This design comes from an exercise in tuning for small area on the open sky130 flow, not from production work.
The RTL was checked by simulation tests, not by an equivalence proof against the original design.
Power is estimated from default activity; no workload was simulated.

==> design/flow/design.v <==
`timescale 1ns / 1ps
module hack_alu (
    input  logic [15:0] x,    
    input  logic [15:0] y,    
    input  logic        zx,   
    input  logic        nx,   
    input  logic        zy,   
    input  logic        ny,   
    input  logic        f,    
    input  logic        no,   
    output logic [15:0] out,  
    output logic        zr,   
    output logic        ng    
);
    logic [15:0] x_z, x_n;      
    logic [15:0] y_z, y_n;      
    logic [15:0] result_f;      
    logic [15:0] result_final;  
    always_comb begin
        x_z = zx ? 16'h0000 : x;
        x_n = nx ? ~x_z     : x_z;
        y_z = zy ? 16'h0000 : y;
        y_n = ny ? ~y_z     : y_z;
        if (f) begin
            result_f = x_n + y_n;
        end else begin
            result_f = x_n & y_n;
        end
        result_final = no ? ~result_f : result_f;
        out = result_final;
        zr = (result_final == 16'h0000);
        ng = result_final[15];
    end
endmodule
`timescale 1ns / 1ps
module button_debouncer #(
    parameter int CNT_W = 16
) (
    input  logic clk,
    input  logic reset_n,
    input  logic btn_in,
    output logic btn_out  
);
    logic sync_0, sync_1;
    always_ff @(posedge clk) begin
        if (!reset_n) begin
            sync_0 <= 1'b0;
            sync_1 <= 1'b0;
        end else begin
            sync_0 <= btn_in;
            sync_1 <= sync_0;
        end
    end
    logic [CNT_W-1:0] counter;
    logic        debounced_state;
    always_ff @(posedge clk) begin
        if (!reset_n) begin
            counter <= '0;
            debounced_state <= 1'b0;
        end else begin
            if (sync_1 != debounced_state) begin
                counter <= counter + 1;
                if (counter == {CNT_W{1'b1}}) begin
                    debounced_state <= sync_1;
                    counter <= '0;
                end
            end else begin
                counter <= '0;
            end
        end
    end
    logic prev_state;
    always_ff @(posedge clk) begin
        if (!reset_n) begin
            prev_state <= 1'b0;
            btn_out    <= 1'b0;
        end else begin
            prev_state <= debounced_state;
            btn_out    <= debounced_state & ~prev_state;  
        end
    end
endmodule
`timescale 1ns / 1ps
module alu_fpga_top (
    input  logic        clk,       
    input  logic        btnC,      
    input  logic        btnU,      
    input  logic        btnD,      
    input  logic        btnL,      
    input  logic [15:0] sw,        
    output logic [15:0] led        
);
    logic reset_n;
    assign reset_n = ~btnC;  
    logic [15:0] reg_x;
    logic [15:0] reg_y;
    logic [5:0]  reg_ctrl;
    logic pulse_load_x;
    logic pulse_load_y;
    logic pulse_load_ctrl;
    button_debouncer db_u (.clk(clk), .reset_n(reset_n), .btn_in(btnU), .btn_out(pulse_load_x));
    button_debouncer db_d (.clk(clk), .reset_n(reset_n), .btn_in(btnD), .btn_out(pulse_load_y));
    button_debouncer db_l (.clk(clk), .reset_n(reset_n), .btn_in(btnL), .btn_out(pulse_load_ctrl));
    always_ff @(posedge clk) begin
        if (!reset_n) begin
            reg_x    <= '0;
            reg_y    <= '0;
            reg_ctrl <= 6'b101010;  
        end else begin
            if (pulse_load_x)    reg_x    <= sw;
            if (pulse_load_y)    reg_y    <= sw;
            if (pulse_load_ctrl) reg_ctrl <= sw[5:0];  
        end
    end
    logic [15:0] alu_out;
    logic        zr_flag;
    logic        ng_flag;
    hack_alu u_alu (
        .x   (reg_x),
        .y   (reg_y),
        .zx  (reg_ctrl[5]),
        .nx  (reg_ctrl[4]),
        .zy  (reg_ctrl[3]),
        .ny  (reg_ctrl[2]),
        .f   (reg_ctrl[1]),
        .no  (reg_ctrl[0]),
        .out (alu_out),
        .zr  (zr_flag),
        .ng  (ng_flag)
    );
    assign led = alu_out;
endmodule
==> design/flow/run.sh <==
#!/bin/bash
# synth_recipe.tcl (not shown) runs the flow's synth.tcl, then flattens the netlist and writes it again
# the make line also repeats each setting of config.mk as NAME=value (left out here)
make -C /OpenROAD-flow-scripts/flow DESIGN_CONFIG=/design/flow/config.mk WORK_HOME=/design/flow/orfs CLKGATE_MAP_FILE= SYNTH_SCRIPT=/design/flow/synth_recipe.tcl finish
==> design/flow/config.mk <==
export PLATFORM = sky130hd
export DESIGN_NAME = alu_fpga_top
export DESIGN_NICKNAME = alu_fpga_top
export VERILOG_FILES = /design/flow/design.v
export SDC_FILE = /design/flow/constraint.sdc
export NUM_CORES = 4
export LEC_CHECK = 0
export CAP_MARGIN = 20
export CORE_MARGIN = 2
export CORE_UTILIZATION = 40
export SLEW_MARGIN = 20
==> design/flow/constraint.sdc <==
create_clock -name core_clock -period 10.0 [get_ports {clk}]
set_input_delay 2.0000 -clock core_clock [delete_from_list [all_inputs] [get_ports {clk}]]
set_output_delay 2.0000 -clock core_clock [all_outputs]
set_load 0.01 [all_outputs]
==> results.cfg <==
[yosys]
syn_area_um2 = 5300
ys.flop_type = dfxtp_1
synth.avg_cell_area_um2 = 8.87
synth_nets = 639
synth_edf_count = 0
ys_types = 46
async_reset_ff_share_pct = 0
yosys_warnings = 3
seq_area_frac_synth_pct = 38.1
synth-seq-cells = 101
syn_inst = 598

[setup_path]
worst_ep_required_time_ps = 8000
start_kind = flip-flop
path_max_fanout = 17
crit_arrival_ps = 4110
critPathLaunch = reg_ctrl[2]
reg2reg_from = db_l.counter[2]
worstSetupEndpoint = led[14]
cp_slowest_stage_delay_ps = 920
critPathSlowestCell = dfxtp_1
worstReg2RegEnd = db_l.counter[4]
crit_chain = xnor2_1 -> ha_1 -> fa_1 -> a21o_1 -> a221oi_2 -> o211ai_1 -> a41o_1 -> xor2_1 -> mux2i_1 -> xnor2_1 -> clkdlybuf4s50_1
r2r_setup_slack_ps = 8040
endpoint_kind = output port
crit_type = flip-flop to output port
worst_path_most_repeated_cell = xnor2_1
r2r_cells = 7

[final_layout]
antenna_cells = 0
layout-drive-gt1-share_pct = 3.38
fill_cells = 1272
multi_input_comb_area_um2 = 3130
nNetsFinal = 659
finalNonFillerCells = 798
postLayoutCoreUtil_pct = 46.7
register_area_um2 = 2020
syn2layout_area_growth_pct = 15.3

[detailed_routing]
routed-via-count = 3911
viasPerCell = 4.90
antenna_left = 0
wl_per_cell_um = 12.4
firstDrtPassIters = 4
initialDrtViolationCount = 190
drc_errors = 0
wl_um = 9910

[min_path]
hold_depth = 1
hp-class = flip-flop to flip-flop

[timing]
fin_skew_ps = 4.76
maxSlewHeadroom_pct = 32.7
hold_viol_final = 0
tns_ps = 0
fmax_mhz = 164
fin_crit_ps = 6110
holdWs_ps = 381
finalMaxSlewViolations = 0
fin_ws_ps = 3890
period_share_pct = 61.1
grt_setup_unrepaired = false
setup_viol = 0
tightest_slew_ps = 1010

[floorplan]
placementRows = 42
core_area_um2 = 13100
die-area_um2 = 14200
die-width_um = 119
ioPinCount = 37
die_h_um = 119
start_util_pct = 40.5

[power]
leakagePower_nw = 2.25
ir_drop_mv = 0.0984
p_per_area_nw_per_um2 = 134

[placed_design]
dp_slack_ps = 4250
dp_cells = 783
place_congestion = 0.844
numPortBuffers = 36
hpwl_um = 7280

[global_route]
grt_max_degree = 54
grt-ovfl-total = 0
grt_pass1_vias = 3770
track_usage_pct = 15.0
grt_pass1_wl_um = 17700
antenna_found_initial = 0

[clock_tree]
cts_max_path_buffers = 2
tritoncts = done
root_buffer = clkbuf_16
cts_resized = 0
htree_num_levels = 3
numCtsBuffers = 9
numClockSinks = 101
ctsHoldBuffers = 0
path_clk_slew_ps = 60
insertion_delay_ps = 330
cts_setup_buffers = 0

[status]
status = no timing/DRC/antenna violations

[run]
drv_cap = 0
## synthesized netlist by cell type, types with 2 or more instances
cell	number	area (µm²)
o31ai_1	2	15.0
nor2_1	104	390
or2_1	3	18.8
nand2_1	20	75.1
or4_1	2	15.0
nand3_1	22	110
a21o_1	6	45.0
nand4_1	11	68.8
a21oi_1	14	70.1
o211ai_1	5	37.5
and3_1	7	43.8
clkbuf_1	21	78.8
o21ai_1	3	15.0
and4_1	4	35.0
buf_1	3	11.3
or3_1	5	31.3
o22ai_1	2	12.5
nor3_1	3	15.0
a31oi_1	5	31.3
nand2b_1	36	225
xor2_1	32	280
inv_1	9	33.8
buf_2	2	10.0
xnor2_1	65	569
nor2b_1	20	125
o21bai_1	2	15.0
ha_1	19	238
a211o_1	4	35.0
mux2i_1	46	460
dfxtp_1	101	2020
o21ai_0	5	25.0
## flip-flops by register name, summed over array words and instances, names as in the netlist, 6 cells and up
| name | cells |
|---|---|
| db_d.counter | 16 |
| db_l.counter | 16 |
| db_u.counter | 16 |
| reg_x | 16 |
| reg_y | 16 |
| reg_ctrl | 6 |
## cell families after synthesis
group                    share of synthesized area [%]
flip-flops                                        38.1
XOR/XNOR                                          16.0
AO/OA/AOI/OAI                                     6.84
buffers and inverters                             2.88
adder cells (fa/ha/maj)                           4.86
AND/OR/NAND/NOR                                   22.6
multiplexers                                      8.68
## placed cells by master (no fill, tap or decap), types with 6 or more instances in the layout
cell type | synthesis | final
a21o_1 | 6 | 6
a21oi_1 | 14 | 14
and3_1 | 7 | 7
clkbuf_16 | 0 | 9
clkdlybuf4s50_1 | 0 | 35
dfxtp_1 | 101 | 101
ha_1 | 19 | 19
inv_1 | 9 | 9
mux2i_1 | 46 | 46
nand2_1 | 20 | 20
nand2b_1 | 36 | 36
nand3_1 | 22 | 22
nand4_1 | 11 | 11
nor2_1 | 104 | 104
nor2b_1 | 20 | 20
xnor2_1 | 65 | 65
xor2_1 | 32 | 32
## how the worst min path moves through the flow
stage	start	endpoint	slack [ps]
global route	db_d.prev_state	db_d.btn_out	390
global placement	db_l.prev_state	db_l.btn_out	370
CTS	db_d.prev_state	db_d.btn_out	380
floorplan	db_d.prev_state	db_d.btn_out	370
finish	db_d.prev_state	db_d.btn_out	380
detailed placement	db_d.prev_state	db_d.btn_out	370
## per-layer routing
metal	global-route usage, %	vias to the layer above	share of wire (%)
met5	0	-	0
met4	5.58	0	1.6
met3	2.68	12	2.7
met2	24.1	48	45
met1	20.1	1807	51
li1	-	2044	-
## final cells by class
class	instances	share of cell area, %
timing repair buffer	37	5.93
multi-input combinational	460	51.2
sequential	101	33.1
clock buffer	11	4.13
clock inverter	4	1.55
tap	176	3.60
inverter	9	0.552
## metrics by stage
stage          total power, mW  cell area [µm²]
2_1_floorplan            0.419             5300
3_3_place_gp             0.430             5770
3_5_place_dp             0.430             5770
4_1_cts                  0.830             6120
5_1_grt                  0.847             6120
6_report                 0.817             6120
## power by group
part / leakage [nW] / switching, mW / internal (mW)
clock: 0.172 / 0.140 / 0.256
combinational: 1.26 / 0.00789 / 0.00838
sequential: 0.815 / 0.000751 / 0.404
## worst max-delay path: cells and delay by family (launching register included)
kind / cells / cell delay, ps
AOI/OAI and AO/OA: 4 / 990
DFF: 1 / 920
adders and majority gates: 2 / 680
buffers and inverters: 1 / 560
xor gates and xnor gates: 3 / 440
muxes: 1 / 170

afterwards: timing with drivers on the ports:
No port has a modelled driver above. Below, the same layout with a new extraction and two added sets of constraints. Step 1 (the two cells are an assumption about what drives the block):
set clk [get_ports {clk}]
set_driving_cell -lib_cell sky130_fd_sc_hd__clkbuf_16 $clk
set_driving_cell -lib_cell sky130_fd_sc_hd__buf_2 [delete_from_list [all_inputs] $clk]
Step 2 also shifts input and output timing later by t, the mid clock arrival at the registers, as if the neighbouring blocks saw the same clock. Slacks: ideal ports / drivers / drivers and shift; pairs: ideal ports / drivers.
t (ns): 0.367
setup WS [ns]: 3.893 / 3.858 / 4.225
worst setup path at the end: register to output
latest minus earliest clock arrival (ns): 0.006 / 0.006
After both steps this run still meets setup and hold. For this run, drivers alone change the setup slack by -0.035 ns; drivers and shift together by +0.332 ns.
